Source: an optimization exercise on an open RTL-to-GDS flow (aim: small area, a short achievable clock period and few clock cycles). Production flows keep margins and buffers that such runs may drop. Function was not checked in any run shown here: the RTL went through the layout flow alone. Power is estimated from default activity; no workload was simulated.

==> design.v <==
module mest_pro_ctrlr(
    input  clk,
    input  i_reset_n,
    input  i_start,
    input  i_redirect,
    input  i_halt,
    output o_start,
    output reg o_run,
    output reg o_issue,
    output reg o_all_done
);
reg  halted;
wire start = i_start & ~o_run & ~halted & ~o_all_done;
assign o_start = start;
always @(posedge clk or negedge i_reset_n)
begin
    if (~i_reset_n) begin
        o_run      <= 1'b0;
        o_issue    <= 1'b0;
        halted     <= 1'b0;
        o_all_done <= 1'b0;
    end else begin
        o_run      <= start | (o_run & ~i_halt);
        o_issue    <= start | (o_run & ~i_halt & ~i_redirect);
        halted     <= i_halt;
        o_all_done <= halted;
    end
end
endmodule
module mest_pro_fetch(
    input  clk,
    input  i_reset_n,
    input  i_run,
    input  i_start,
    input  i_jmp,
    input  i_ret,
    input  [7:0] i_const_K,
    output [15:0] o_prog_counter
);
reg [15:0] pc;
reg [15:0] ret_pc;
wire [15:0] pc_inc = pc + 16'd1;
always @(posedge clk or negedge i_reset_n)
begin
    if (~i_reset_n) begin
        pc     <= 16'd0;
        ret_pc <= 16'd0;
    end else begin
        if (i_jmp)
            ret_pc <= pc;
        if (~i_run)
            pc <= {15'd0, i_start};
        else if (i_jmp)
            pc <= {8'd0, i_const_K};
        else if (i_ret)
            pc <= ret_pc;
        else
            pc <= pc_inc;
    end
end
assign o_prog_counter = pc;
endmodule
module mest_pro_decode(
    input  clk,
    input  i_reset_n,
    input  i_issue,
    input  [27:0] i_instr,
    output reg o_valid,
    output reg o_s0,
    output reg o_cin,
    output reg [7:0] o_a,
    output reg [7:1] o_bm,
    output reg [8:0] o_y
);
wire [3:0] op = i_instr[27:24];
wire [7:0] a  = i_instr[15:8];
wire [7:0] b  = i_instr[7:0];
wire       mul = (op == 4'd2);
reg [7:0] x;
reg [8:0] y;
always @(*)
begin
    x = 8'd0;
    y = 9'd0;
    case (op)
    4'd0: begin x = a; y = {1'b0, b}; end
    4'd1: begin x = a; y = ~{1'b0, b}; end
    4'd2: x = a;
    4'd3: x = a & b;
    4'd4: x = a | b;
    4'd5: x = {1'b0, a[7:1]};
    4'd6: begin x = {a[6:0], 1'b0}; y = {a[7], 8'd0}; end
    4'd7: begin x = ~a; y = {1'b1, 8'd0}; end
    default: ;
    endcase
end
always @(posedge clk or negedge i_reset_n)
begin
    if (~i_reset_n)
        o_valid <= 1'b0;
    else
        o_valid <= i_issue;
end
always @(posedge clk)
begin
    o_s0  <= mul ? b[0] : 1'b1;
    o_bm  <= mul ? b[7:1] : 7'd0;
    o_cin <= (op == 4'd1);
    o_a   <= x;
    o_y   <= y;
end
endmodule
module mest_pro_exec(
    input  clk,
    input  i_reset_n,
    input  i_valid,
    input  i_s0,
    input  i_cin,
    input  [7:0] i_a,
    input  [7:1] i_bm,
    input  [8:0] i_y,
    output reg o_valid_result,
    output reg [7:0] o_result,
    output reg o_carry,
    output reg o_zero_flag
);
wire p_1 = (i_a[3] & i_s0) ^ (i_a[1] & i_bm[2]);
wire p_2 = (i_a[3] & i_s0) & (i_a[1] & i_bm[2]);
wire p_3 = (i_a[4] & i_s0) ^ (i_a[2] & i_bm[2]) ^ (i_a[1] & i_bm[3]);
wire p_4 = ((i_a[4] & i_s0) & (i_a[2] & i_bm[2])) | ((i_a[1] & i_bm[3]) & ((i_a[4] & i_s0) ^ (i_a[2] & i_bm[2])));
wire p_5 = (i_a[0] & i_bm[4]) ^ ((i_a[3] & i_bm[1]) | i_y[4]);
wire p_6 = (i_a[0] & i_bm[4]) & ((i_a[3] & i_bm[1]) | i_y[4]);
wire p_7 = (i_a[5] & i_s0) ^ (i_a[3] & i_bm[2]) ^ (i_a[2] & i_bm[3]);
wire p_8 = ((i_a[5] & i_s0) & (i_a[3] & i_bm[2])) | ((i_a[2] & i_bm[3]) & ((i_a[5] & i_s0) ^ (i_a[3] & i_bm[2])));
wire p_9 = (i_a[1] & i_bm[4]) ^ (i_a[0] & i_bm[5]) ^ ((i_a[4] & i_bm[1]) | i_y[5]);
wire p_10 = ((i_a[1] & i_bm[4]) & (i_a[0] & i_bm[5])) | (((i_a[4] & i_bm[1]) | i_y[5]) & ((i_a[1] & i_bm[4]) ^ (i_a[0] & i_bm[5])));
wire p_11 = p_6 ^ p_4;
wire p_12 = p_6 & p_4;
wire p_13 = (i_a[6] & i_s0) ^ (i_a[4] & i_bm[2]) ^ (i_a[3] & i_bm[3]);
wire p_14 = ((i_a[6] & i_s0) & (i_a[4] & i_bm[2])) | ((i_a[3] & i_bm[3]) & ((i_a[6] & i_s0) ^ (i_a[4] & i_bm[2])));
wire p_15 = (i_a[2] & i_bm[4]) ^ (i_a[1] & i_bm[5]) ^ (i_a[0] & i_bm[6]);
wire p_16 = ((i_a[2] & i_bm[4]) & (i_a[1] & i_bm[5])) | ((i_a[0] & i_bm[6]) & ((i_a[2] & i_bm[4]) ^ (i_a[1] & i_bm[5])));
wire p_17 = ((i_a[5] & i_bm[1]) | i_y[6]) ^ p_8 ^ p_10;
wire p_18 = (((i_a[5] & i_bm[1]) | i_y[6]) & p_8) | (p_10 & (((i_a[5] & i_bm[1]) | i_y[6]) ^ p_8));
wire p_19 = p_13 ^ p_15;
wire p_20 = p_13 & p_15;
wire p_21 = (i_a[7] & i_s0) ^ (i_a[5] & i_bm[2]) ^ (i_a[4] & i_bm[3]);
wire p_22 = ((i_a[7] & i_s0) & (i_a[5] & i_bm[2])) | ((i_a[4] & i_bm[3]) & ((i_a[7] & i_s0) ^ (i_a[5] & i_bm[2])));
wire p_23 = (i_a[3] & i_bm[4]) ^ (i_a[2] & i_bm[5]) ^ (i_a[1] & i_bm[6]);
wire p_24 = ((i_a[3] & i_bm[4]) & (i_a[2] & i_bm[5])) | ((i_a[1] & i_bm[6]) & ((i_a[3] & i_bm[4]) ^ (i_a[2] & i_bm[5])));
wire p_25 = (i_a[0] & i_bm[7]) ^ ((i_a[6] & i_bm[1]) | i_y[7]) ^ p_14;
wire p_26 = ((i_a[0] & i_bm[7]) & ((i_a[6] & i_bm[1]) | i_y[7])) | (p_14 & ((i_a[0] & i_bm[7]) ^ ((i_a[6] & i_bm[1]) | i_y[7])));
wire p_27 = p_16 ^ p_21 ^ p_23;
wire p_28 = (p_16 & p_21) | (p_23 & (p_16 ^ p_21));
wire p_29 = p_20 ^ p_18;
wire p_30 = p_20 & p_18;
wire p_31 = (i_a[6] & i_bm[2]) ^ (i_a[5] & i_bm[3]) ^ (i_a[4] & i_bm[4]);
wire p_32 = (i_a[3] & i_bm[5]) ^ (i_a[2] & i_bm[6]) ^ (i_a[1] & i_bm[7]);
wire p_33 = ((i_a[7] & i_bm[1]) | i_y[8]) ^ p_22 ^ p_24;
wire p_34 = p_31 ^ p_32 ^ p_26;
wire p_35 = p_33 ^ p_28;
reg [25:0] q;
reg v1;
always @(posedge clk)
begin
    q[0] <= (i_a[0] & i_s0);
    q[1] <= i_y[0];
    q[2] <= i_cin;
    q[3] <= (i_a[1] & i_s0);
    q[4] <= ((i_a[0] & i_bm[1]) | i_y[1]);
    q[5] <= (i_a[2] & i_s0);
    q[6] <= ((i_a[1] & i_bm[1]) | i_y[2]);
    q[7] <= (i_a[0] & i_bm[2]);
    q[8] <= (i_a[0] & i_bm[3]);
    q[9] <= ((i_a[2] & i_bm[1]) | i_y[3]);
    q[10] <= p_1;
    q[11] <= p_2;
    q[12] <= p_3;
    q[13] <= p_5;
    q[14] <= p_7;
    q[15] <= p_9;
    q[16] <= p_11;
    q[17] <= p_12;
    q[18] <= p_17;
    q[19] <= p_19;
    q[20] <= p_25;
    q[21] <= p_27;
    q[22] <= p_29;
    q[23] <= p_30;
    q[24] <= p_34;
    q[25] <= p_35;
end
wire s_1 = q[0] ^ q[1];
wire s_2 = q[0] & q[1];
wire s_3 = q[3] ^ q[4];
wire s_4 = q[3] & q[4];
wire s_5 = q[5] ^ q[6] ^ q[7];
wire s_6 = (q[5] & q[6]) | (q[7] & (q[5] ^ q[6]));
wire s_7 = q[8] ^ q[9] ^ q[10];
wire s_8 = (q[8] & q[9]) | (q[10] & (q[8] ^ q[9]));
wire s_9 = q[11] ^ q[12] ^ q[13];
wire s_10 = (q[11] & q[12]) | (q[13] & (q[11] ^ q[12]));
wire s_11 = q[14] ^ q[15] ^ q[16];
wire s_12 = (q[14] & q[15]) | (q[16] & (q[14] ^ q[15]));
wire s_13 = q[17] ^ q[18] ^ q[19];
wire s_14 = (q[17] & q[18]) | (q[19] & (q[17] ^ q[18]));
wire s_15 = q[20] ^ q[21] ^ q[22];
wire s_16 = (q[20] & q[21]) | (q[22] & (q[20] ^ q[21]));
wire s_17 = q[23] ^ q[24] ^ q[25];
wire [8:0] fx, fy;
assign fx[0] = q[2];
assign fx[1] = s_2;
assign fx[2] = s_4;
assign fx[3] = s_6;
assign fx[4] = s_8;
assign fx[5] = s_10;
assign fx[6] = s_12;
assign fx[7] = s_14;
assign fx[8] = s_16;
assign fy[0] = s_1;
assign fy[1] = s_3;
assign fy[2] = s_5;
assign fy[3] = s_7;
assign fy[4] = s_9;
assign fy[5] = s_11;
assign fy[6] = s_13;
assign fy[7] = s_15;
assign fy[8] = s_17;
wire [8:0] ag = fx & fy;
wire [8:0] ap = fx ^ fy;
wire ag0_1 = ag[1] | (ap[1] & ag[0]);
wire ap0_1 = ap[1] & ap[0];
wire ag0_3 = ag[3] | (ap[3] & ag[2]);
wire ap0_3 = ap[3] & ap[2];
wire ag0_5 = ag[5] | (ap[5] & ag[4]);
wire ap0_5 = ap[5] & ap[4];
wire ag0_7 = ag[7] | (ap[7] & ag[6]);
wire ap0_7 = ap[7] & ap[6];
wire ag1_2 = ag[2] | (ap[2] & ag0_1);
wire ap1_2 = ap[2] & ap0_1;
wire ag1_3 = ag0_3 | (ap0_3 & ag0_1);
wire ap1_3 = ap0_3 & ap0_1;
wire ag1_6 = ag[6] | (ap[6] & ag0_5);
wire ap1_6 = ap[6] & ap0_5;
wire ag1_7 = ag0_7 | (ap0_7 & ag0_5);
wire ap1_7 = ap0_7 & ap0_5;
wire ag2_4 = ag[4] | (ap[4] & ag1_3);
wire ap2_4 = ap[4] & ap1_3;
wire ag2_5 = ag0_5 | (ap0_5 & ag1_3);
wire ap2_5 = ap0_5 & ap1_3;
wire ag2_6 = ag1_6 | (ap1_6 & ag1_3);
wire ap2_6 = ap1_6 & ap1_3;
wire ag2_7 = ag1_7 | (ap1_7 & ag1_3);
wire ap2_7 = ap1_7 & ap1_3;
wire ag3_8 = ag[8] | (ap[8] & ag2_7);
wire ap3_8 = ap[8] & ap2_7;
wire [8:0] rh = {ap[8] ^ ag2_7, ap[7] ^ ag2_6, ap[6] ^ ag2_5, ap[5] ^ ag2_4, ap[4] ^ ag1_3, ap[3] ^ ag1_2, ap[2] ^ ag0_1, ap[1] ^ ag[0], ap[0]};
wire       zh = ((fx ^ fy) == {fx[7:0] | fy[7:0], 1'b0});
wire [8:0] r = rh;
wire       zero = zh;
always @(posedge clk or negedge i_reset_n)
begin
    if (~i_reset_n) begin
        v1             <= 1'b0;
        o_valid_result <= 1'b0;
    end else begin
        v1             <= i_valid;
        o_valid_result <= v1;
    end
end
always @(posedge clk)
begin
    o_result    <= r[7:0];
    o_carry     <= r[8];
    o_zero_flag <= zero;
end
endmodule
module mest_pro#(
    parameter OP_CODE_SIZE     = 4,
    parameter INSTRUCTION_SIZE = OP_CODE_SIZE + 8 + 8 + 8,
    parameter ROM_DEPTH = 65536
)(
    input clk,
    input i_reset_n,
    input i_start,
    output [$clog2(ROM_DEPTH)-1  :0] o_prog_counter,
    input [INSTRUCTION_SIZE-1    :0] i_instruction,
    output [8-1 :0] o_result,
    output o_valid_result,
    output o_carry,
    output o_zero_flag,
    output o_all_done
);
wire       issue;       
wire       run;         
wire       start;
wire [3:0] op   = i_instruction[27:24];
wire       is_jmp  = issue & (op == 4'd8);
wire       is_ret  = issue & (op == 4'd9);
wire       is_halt = issue & (op == 4'd15);
wire       x_s0, x_cin;
wire [7:0] x_a;
wire [7:1] x_bm;
wire [8:0] x_y;
wire       x_valid;
mest_pro_ctrlr u_ctrlr(
    .clk        (clk),
    .i_reset_n  (i_reset_n),
    .i_start    (i_start),
    .i_redirect (is_jmp | is_ret),
    .i_halt     (is_halt),
    .o_start    (start),
    .o_run      (run),
    .o_issue    (issue),
    .o_all_done (o_all_done)
);
mest_pro_fetch u_fetch(
    .clk            (clk),
    .i_reset_n      (i_reset_n),
    .i_run          (run),
    .i_start        (start),
    .i_jmp          (is_jmp),
    .i_ret          (is_ret),
    .i_const_K      (i_instruction[23:16]),
    .o_prog_counter (o_prog_counter)
);
mest_pro_decode u_decode(
    .clk        (clk),
    .i_reset_n  (i_reset_n),
    .i_issue    (issue),
    .i_instr    (i_instruction),
    .o_valid    (x_valid),
    .o_s0       (x_s0),
    .o_cin      (x_cin),
    .o_a        (x_a),
    .o_bm       (x_bm),
    .o_y        (x_y)
);
mest_pro_exec u_exec(
    .clk            (clk),
    .i_reset_n      (i_reset_n),
    .i_valid        (x_valid),
    .i_s0           (x_s0),
    .i_cin          (x_cin),
    .i_a            (x_a),
    .i_bm           (x_bm),
    .i_y            (x_y),
    .o_valid_result (o_valid_result),
    .o_result       (o_result),
    .o_carry        (o_carry),
    .o_zero_flag    (o_zero_flag)
);
endmodule
==> flow/run.sh <==
#!/bin/bash
# Layout: the standard synthesis, then the standard ORFS steps with plain
# buffers (not delay cells) on the ports and free resizing.
set -euo pipefail
bash standard.sh synth > synth.log 2>&1
bash standard.sh BUFFER_PORTS_ARGS="-buffer_cell sky130_fd_sc_hd__buf_1" MATCH_CELL_FOOTPRINT=0 finish > layout.log 2>&1
==> standard.sh <==
#!/bin/bash
# synth_recipe.tcl (not shown) runs the flow's synth.tcl, then flattens the netlist and writes it again
# the make line also repeats each setting of config.mk as NAME=value (left out here)
make -C /OpenROAD-flow-scripts/flow DESIGN_CONFIG=/design/flow/config.mk WORK_HOME=/design/flow/orfs CLKGATE_MAP_FILE= SYNTH_SCRIPT=/design/flow/synth_recipe.tcl "${@:-finish}"
==> config.mk <==
export PLATFORM = sky130hd
export DESIGN_NAME = mest_pro
export DESIGN_NICKNAME = mest_pro
export VERILOG_FILES = /design/flow/design.v
export SDC_FILE = /design/flow/constraint.sdc
export NUM_CORES = 4
export LEC_CHECK = 0
export ABC_AREA = 1
export CAP_MARGIN = 20
export CORE_MARGIN = 2
export CORE_UTILIZATION = 60
export CTS_BUF_LIST = sky130_fd_sc_hd__clkbuf_8
export SETUP_SLACK_MARGIN = 2.9
export SLEW_MARGIN = 20
==> constraint.sdc <==
create_clock -name core_clock -period 5.0 [get_ports {clk}]
set_input_delay 1.0000 -clock core_clock [delete_from_list [all_inputs] [get_ports {clk}]]
set_output_delay 1.0000 -clock core_clock [all_outputs]
set_load 0.01 [all_outputs]
==> key figures, run 1 <==
Setup path
  – RR Endpoint: u_exec.o_result[5]$_DFF_P_
  – Critical Path Fanout Max: 3
  – Worst path required time: 5.26 ns
  – Setup CP Type: flip-flop to flip-flop
  – WP data arrival: 2.45 ns
  – Worst setup startpoint: u_exec.q[5]$_DFF_P_
  – Startpoint Class: flip-flop
  – Setup crit end kind: flip-flop
  – Worst Reg-to-Reg Cells: 9
  – Worst Setup EP: u_exec.o_result[5]$_DFF_P_
  – Reg2reg start: u_exec.q[5]$_DFF_P_
  – R2r setup slk: 2.81 ns

Timing
  – Max-slew headroom: between 30% and 40%
  – Final setup violation count: 0
  – Fin. max-slew vios: 0
  – Final hold vios: 0
  – Setup WS post-layout: 2.81 ns
  – F_max: 0.457 GHz
  – Fin crit share: 43.8%
  – Tightest Pin Transition: 0.961 ns
  – RSZ-0062 raised after global routing: true
  – TNS Setup: 0 ns
  – Min cycle time layout: 2.19 ns
  – Clock skew: 0.0132 ns

Yosys
  – Sequential share of the synthesized area: between 40% and 50%
  – Synthesized cell area: approximately 5200 µm²
  – Portion of netlist area occupied by mux cells: 0%
  – Post-synth ARST share: 38.6%
  – Gate Count Post-Synth: ~670
  – Area share of fa/ha/maj cells after synthesis: approximately an eighth
  – Post-Synth XOR/XNOR Area: 2.17%
  – Post-Syn Nets: 740
  – Synthesis Warnings: 4
  – EDFF count, synth: 0
  – Count of different cell masters after synthesis: 32
  – Simple-Gate Fraction of Synth Area: between 20% and 30%
  – Synth Area in Compound Gates: roughly a tenth
  – Syn avg cell area: slightly below 8 µm²
  – FF+latch count, synth: 101
  – Main combinational cell family by area after synthesis: simple AND/OR/NAND/NOR gates
  – Top_reg_cell synth: dfxtp_1

Flow run
  – Number of max-cap violations: 0

Final layout
  – Final Cell Area: 5840 µm²
  – Final Instance Count excl. Fillers: 840
  – Final #Nets: 801
  – Layout cells sized above 1: 8.47%
  – Area growth, synth to finish: 11.3%
  – Ant. Diodes: 0
  – # fillers: approximately 720

Drt
  – Vias: 4,253
  – Drt first pass iters: 5
  – ANT nets after route: 0
  – Remaining DRCs: 0
  – Detailed Route WL: 10,900 µm
  – DRT iter0 DRCs: 243
  – WL per Instance: approximately 13 µm
  – Drt via density: approximately 5.1

Global routing
  – Initial antenna violation count: 0
  – Number of global-route vias before repair: between 3,000 and 4,000
  – Grt total ovfl: 0
  – First-pass GRT wire length: 18,600 µm
  – Largest net degree at the start of global routing: 40
  – GRT Util Overall: 23.8%

Floorplan
  – Die width: 97.5 µm
  – Die area: 9510 µm²
  – Die Span Y: 97.5 µm
  – Row Count: 34
  – Core box area: 8590 µm²
  – Initial Util: about three fifths
  – I/O Pins: 59

CTS
  – CTS tree: done
  – Clk sinks: 101
  – Total CTS buffers: 9
  – Clock slew at reported path FFs: 0.10 ns
  – H-tree levels: 3
  – Worst-skew pair later-pin latency: 0.37 ns
  – Hold_buf cts: 0
  – Root Buffer: clkbuf_8
  – Max Root-Sink Buffers: 2

Run status
  – Status: timing/DRC/antenna clean

Hold path
  – Worst hold path class: flip-flop to flip-flop
  – Min-Delay Startpoint: u_decode.o_cin$_DFF_P_

Placement
  – Dpl ws: 2.49 ns
  – Port bufs: just under 60
  – Cell Count Post-Placement: 820
  – Area after DPL: approximately 5500 µm²
  – Final GP Congestion: 0.923
  – HPWL Detailed: 8200 µm

Power and ir drop
  – Max VDD drop: 0.228 mV
  – Switching power: 0.749 mW
  – Int Pwr: 1.38 mW
  – Combinational power share: 24.0%
  – P_leak: around 2.9 nW
  – Clock power share: 24.6%
  – Seq pwr share: around 51%
  – Pwr dens: 365 nW/µm²
  – Switching Fraction: 35.1%
  – Power Total: 2.13 mW
==> worst min path at each step <==
stage	end	slack (ns)	cells past startpoint
2_1_floorplan	u_exec.q[1]$_DFF_P_	0.31	0
3_3_place_gp	u_exec.q[2]$_DFF_P_	0.31	0
3_5_place_dp	u_exec.q[1]$_DFF_P_	0.33	0
4_1_cts	u_exec.o_valid_result$_DFF_PN0_	0.37	0
5_1_grt	u_exec.q[2]$_DFF_P_	0.37	0
6_report	u_exec.q[2]$_DFF_P_	0.36	0
==> synth_stat cells, types with 3 or more instances <==
library cell / number / area, µm²
nand2_1: 171 / 642
inv_1: 119 / 447
nor2_1: 64 / 240
dfxtp_1: 62 / 1240
o21ai_0: 50 / 250
dfrtp_1: 39 / 976
nand3_1: 32 / 160
ha_1: 24 / 300
fa_1: 19 / 380
a21oi_1: 12 / 60.1
o211ai_1: 9 / 67.6
xnor2_1: 9 / 78.8
nand4_1: 8 / 50.1
o21ai_2: 7 / 61.3
a21o_1: 5 / 37.5
clkbuf_1: 5 / 18.8
buf_6: 4 / 45.0
nor3_1: 4 / 20.0
xor2_1: 4 / 35.0
buf_2: 3 / 15.0
nand2_2: 3 / 18.8
==> cells by family after synthesis <==
group                    Yosys count
AO/OA/AOI/OAI                     90
XOR/XNOR                          13
flip-flops                       101
AND/OR/NAND/NOR                  287
buffers and inverters            132
adder cells (fa/ha/maj)           43
==> what timing repair did <==
action / 4_1_cts / 5_1_grt
setup buffers: 1 / 3
resized for setup: 5 / 24
pin swaps: 2 / 7
endpoints found under the setup margin: 7 / 28
==> layout by cell type, fill, tap and decap left out, types with 2 or more instances in the layout <==
cell type / count
a21oi_1: 11
ha_4: 3
o2111ai_1: 2
inv_6: 4
dfxtp_2: 9
clkbuf_8: 9
a21oi_2: 2
dfrtp_1: 38
inv_1: 116
nand2_2: 5
o21ai_0: 50
xor2_1: 4
xnor2_1: 9
o211ai_1: 9
a21o_1: 5
ha_1: 21
inv_2: 4
nor3_1: 4
nand3_1: 31
o21ai_2: 7
nand2_1: 168
nor2_1: 62
fa_1: 18
nor2_2: 2
buf_4: 4
dfxtp_1: 52
o21ai_1: 2
buf_1: 57
nand4_1: 8
==> per-stage QoR <==
step	utilization, %	hold slack [ns]
after floorplan	-	0.310
final	67.9	0.362
after detailed placement	64.5	0.329
after global routing	67.9	0.368
after CTS	67.0	0.366
after global placement	64.5	0.314
==> layout make-up <==
class	count	area [µm²]	area share (%)
flip-flops and latches	101	2230	38.3
clock inverters	7	73.8	1.26
multi-input cells	433	2570	44.0
repair buffers	62	249	4.26
well taps	108	135	2.31
inverters	120	453	7.76
clock buffers	9	124	2.12
==> critical path: stages (launching register included) <==
cell      delay, ns
dfxtp_2        0.33
inv_2          0.04
fa_1           0.59
inv_2          0.07
ha_4           0.27
nand3_2        0.05
o211ai_1       0.11
inv_1          0.09
fa_1           0.41
xnor2_1        0.13
==> per-layer routing <==
metal  share of wire, %  vias to the layer above  GRT usage, %
li1                   -                     2174             -
met1                 50                     1959          35.2
met2                 44                      108          36.2
met3                5.1                       12          4.03
met4                1.4                        0          7.16
met5                  0                        -             0
==> registers in the layout, indices dropped and copies added, names as in the netlist, 7 cells and up <==
signal,cells
u_decode.o_a,8
u_decode.o_bm,7
u_decode.o_y,9
u_exec.o_result,8
u_exec.q,26
u_fetch.pc,16
u_fetch.ret_pc,16
==> power by group through the flow <==
| stage | Combinational (mW) | Clock [mW] | Sequential [mW] |
|---|---|---|---|
| 2_1_floorplan | 0.332 | 0 | 1.09 |
| 3_3_place_gp | 0.480 | 0 | 1.11 |
| 3_5_place_dp | 0.499 | 0 | 1.11 |
| 4_1_cts | 0.503 | 0.535 | 1.09 |
| 5_1_grt | 0.586 | 0.564 | 1.11 |
| 6_report | 0.512 | 0.524 | 1.10 |
==> run 2, diff against run 1 <==
--- a/config.mk
+++ b/config.mk
@@ -10,5 +10,5 @@
 export CORE_MARGIN = 2
 export CORE_UTILIZATION = 60
 export CTS_BUF_LIST = sky130_fd_sc_hd__clkbuf_8
-export SETUP_SLACK_MARGIN = 2.9
+export SETUP_SLACK_MARGIN = 3.05
 export SLEW_MARGIN = 20
==> run 2 against run 1 <==
Effect of this change:
- synthesized area is the same
- worst setup slack better by 0.031 ns
- register-to-register slack better by 0.03 ns
- design area rose by 5.9%
- highest routed layer unchanged
- hold slack lost 0.033 ns
- critical path type unchanged
- clock-buffer cell count did not move
- die area did not move
==> key figures, run 2 <==
Drt
  – Detailed Route WL: 11,700 µm
  – Remaining DRCs: 0
  – Drt first pass iters: 6
  – Drt via density: 5.13
  – WL per Instance: 13.5 µm
  – Vias: 4,451
  – ANT nets after route: 0
  – DRT iter0 DRCs: 255

Hold path
  – Worst hold path class: flip-flop to flip-flop

Setup path
  – Setup CP Type: flip-flop to flip-flop
  – Worst path max stage delay: roughly 0.58 ns
  – WP data arrival: 2.42 ns
  – Startpoint Class: flip-flop
  – Critical-path cell list: inv_2 > fa_1 > inv_2 > ha_4 > nand3_2 > o211ai_1 > inv_1 > fa_1 > inv_1
  – Setup crit end kind: flip-flop
  – Worst path slowest cell: fa_1
  – R2r setup slk: 2.84 ns
  – Critical Path Fanout Max: 2
  – Worst path required time: 5.26 ns

Global routing
  – Grt total ovfl: 0
  – Number of global-route vias before repair: 4,283
  – GRT Util Overall: 25.3%
  – Largest net degree at the start of global routing: 40
  – Initial antenna violation count: 0
  – First-pass GRT wire length: between 15,000 and 20,000 µm

CTS
  – H-tree levels: 3
  – Clk sinks: 101
  – Worst-skew pair later-pin latency: 0.36 ns
  – CTS tree: done
  – Root Buffer: clkbuf_8
  – Clock slew at reported path FFs: 0.09 ns
  – Hold_buf cts: 0
  – Max Root-Sink Buffers: 2
  – Total CTS buffers: 9

Floorplan
  – Die area: 9510 µm²
  – Row Count: 34
  – Initial Util: 61.0%
  – Core box area: 8590 µm²
  – Die Span Y: 97.5 µm
  – I/O Pins: 59
  – Die width: 97.5 µm

Final layout
  – Final #Nets: 828
  – Layout cells sized above 1: 16.3%
  – Ant. Diodes: 0
  – Commonest non-fill, non-tap cell in the layout: nand2_1
  – Final Instance Count excl. Fillers: a little under 900
  – Reg with most FFs: u_exec.q
  – Max reg flops: 26
  – Final Cell Area: 6180 µm²
  – Area growth, synth to finish: 17.9%
  – # fillers: 719
  – Commonest non-fill, non-tap cells in the layout: nand2_1 (163), inv_1 (113), nor2_1 (62), o21ai_0 (47), dfxtp_1 (47)
  – Largest regs: u_exec.q x26, u_fetch.pc x16, u_fetch.ret_pc x16

Yosys
  – FF+latch count, synth: between 100 and 150
  – Post-Syn Nets: 740
  – EDFF count, synth: 0
  – Synthesis Warnings: 4
  – Post-synth top area cell: dfxtp_1
  – Top post-synthesis cells by area: dfxtp_1 (24%), dfrtp_1 (19%), nand2_1 (12%)
  – Synth cell count leaders: nand2_1 (171), inv_1 (119), nor2_1 (64), dfxtp_1 (62), o21ai_0 (50)
  – Synth top area share: a little under a quarter
  – Sequential share of the synthesized area: 42.3%
  – Count leader, synth: nand2_1
  – Gate Count Post-Synth: 666
  – Count of different cell masters after synthesis: 32
  – Synthesized cell area: 5250 µm²
  – Top_reg_cell synth: dfxtp_1
  – Syn avg cell area: 7.88 µm²
  – Post-synth ARST share: 38.6%

Run status
  – Status: timing/DRC/antenna clean

Timing
  – Final hold vios: 0
  – F_max: 0.463 GHz
  – Max-slew headroom: 41.3%
  – Final setup violation count: 0
  – Clock skew: 0.00662 ns
  – RSZ-0062 raised after global routing: true
  – Fin crit share: between 40% and 50%
  – Min cycle time layout: 2.16 ns
  – Fin. max-slew vios: 0
  – Tightest Pin Transition: 0.880 ns
  – TNS Setup: 0 ns

Power and ir drop
  – Power Total: 2.22 mW
  – Max VDD drop: 0.240 mV
  – Pwr dens: around 360 nW/µm²
  – P_leak: 3.13 nW

Flow run
  – Number of max-cap violations: 0

Placement
  – Final GP Congestion: 0.921
  – HPWL Detailed: around 8400 µm
  – Port bufs: 58
  – Cell Count Post-Placement: 820
  – Area after DPL: 5550 µm²
run 2: logic make-up (layout without fill, tap and decap cells):
| logic type | Yosys count | count (layout) | synth area share, % |
|---|---|---|---|
| flip-flops | 101 | 101 | 42.3 |
| XOR/XNOR | 13 | 13 | 2.17 |
| AND/OR/NAND/NOR | 287 | 287 | 22.4 |
| buffers and inverters | 132 | 225 | 10.1 |
| adder cells (fa/ha/maj) | 43 | 43 | 13.0 |
| AO/OA/AOI/OAI | 90 | 90 | 10.1 |
run 2: critical path: cells and delay by family (launching register included):
family | cells | cell delay (ns)
AO/OA/AOI/OAI | 1 | 0.11
flip-flops | 1 | 0.33
AND/OR/NAND/NOR | 1 | 0.07
buffers and inverters | 4 | 0.22
adder cells (fa/ha/maj) | 3 | 1.34
run 2: repair_timing:
| item | CTS | global route |
|---|---|---|
| pin swaps | 7 | 18 |
| gates resized for setup | 40 | 44 |
| buffers inserted | 21 | 10 |
| setup endpoints to repair | 62 | 62 |
run 2: final timing paths:
| kind | end | from | cells after the start |
|---|---|---|---|
| hold reg to reg | u_exec.q[2]$_DFF_P_ | u_decode.o_cin$_DFF_P_ | 0 |
| setup / recovery | u_exec.o_result[4]$_DFF_P_ | u_exec.q[5]$_DFF_P_ | 9 |
| setup reg to reg | u_exec.o_result[4]$_DFF_P_ | u_exec.q[5]$_DFF_P_ | 9 |
| min in group asynchronous | u_ctrlr.o_issue$_DFF_PN0_ | i_reset_n | 1 |
| hold / removal | u_exec.q[2]$_DFF_P_ | u_decode.o_cin$_DFF_P_ | 0 |
| max in group asynchronous | u_fetch.pc[2]$_DFF_PN0_ | i_reset_n | 1 |
run 2: cell type report:
| class | count | area, µm² | area share [%] |
|---|---|---|---|
| multi-input combinational | 433 | 2660 | 43.0 |
| sequential | 101 | 2260 | 36.5 |
| timing repair buffer | 89 | 483 | 7.81 |
| inverter | 120 | 455 | 7.37 |
| tap | 108 | 135 | 2.19 |
| clock buffer | 9 | 124 | 2.00 |
| clock inverter | 7 | 67.6 | 1.09 |
run 2: power by group:
part	internal [mW]	switching, mW	leakage [nW]
clock network	0.230	0.272	0.102
logic	0.270	0.391	2.01
registers	0.956	0.101	1.02
total	1.46	0.764	3.13
run 2: per-stage QoR:
step | util [%] | hold WS [ns] | setup WS (ns)
3_5_place_dp | 64.6 | 0.313 | 2.49
3_3_place_gp | 64.6 | 0.317 | 2.58
5_1_grt | 71.9 | 0.338 | 2.74
2_1_floorplan | - | 0.310 | 2.88
4_1_cts | 69.7 | 0.335 | 2.84
6_report | 71.9 | 0.329 | 2.84
run 2: per-layer routing:
metal	global-route usage, %	share of wire (%)	up-vias
li1	-	-	2231
met1	34.7	46	2049
met2	39.7	45	154
met3	7.12	7.5	17
met4	6.62	1.4	0
met5	0	0	-

static timing again, ports no longer ideal:
The flow's constraints put no driver on any port. The routed layouts listed below were extracted and timed again, unchanged, in two steps.
Step 1 (the two cells are an assumption about what drives the block):
set clk [get_ports {clk}]
set_driving_cell -lib_cell sky130_fd_sc_hd__clkbuf_16 $clk
set_driving_cell -lib_cell sky130_fd_sc_hd__buf_2 [delete_from_list [all_inputs] $clk]
Step 2 moves the port delays by t, midway between the first and last clock arrival at a register: inputs arrive t later, outputs are due t later. That takes back most of the time a late clock gives input paths.
a / b / c = ideal / step 1 / step 2; a / b = the first two.
| run | t, ns | setup WS [ns] | worst hold slack (ns) | worst register clock-pin slew, ns | pins driven straight from the clock port |
|---|---|---|---|---|---|
| run 1 | 0.391 | 2.810 / 2.810 / 2.612 | 0.362 / 0.362 / 0.362 | 0.10 / 0.10 | 1 |
| run 2 | 0.391 | 2.841 / 2.841 / 2.808 | 0.329 / 0.329 / 0.329 | 0.09 / 0.09 | 1 |
After both steps setup and hold are still met in every run listed. The setup slack of run 1, which loses most, moves by 0.000 ns with the drivers and by -0.198 ns with both steps.
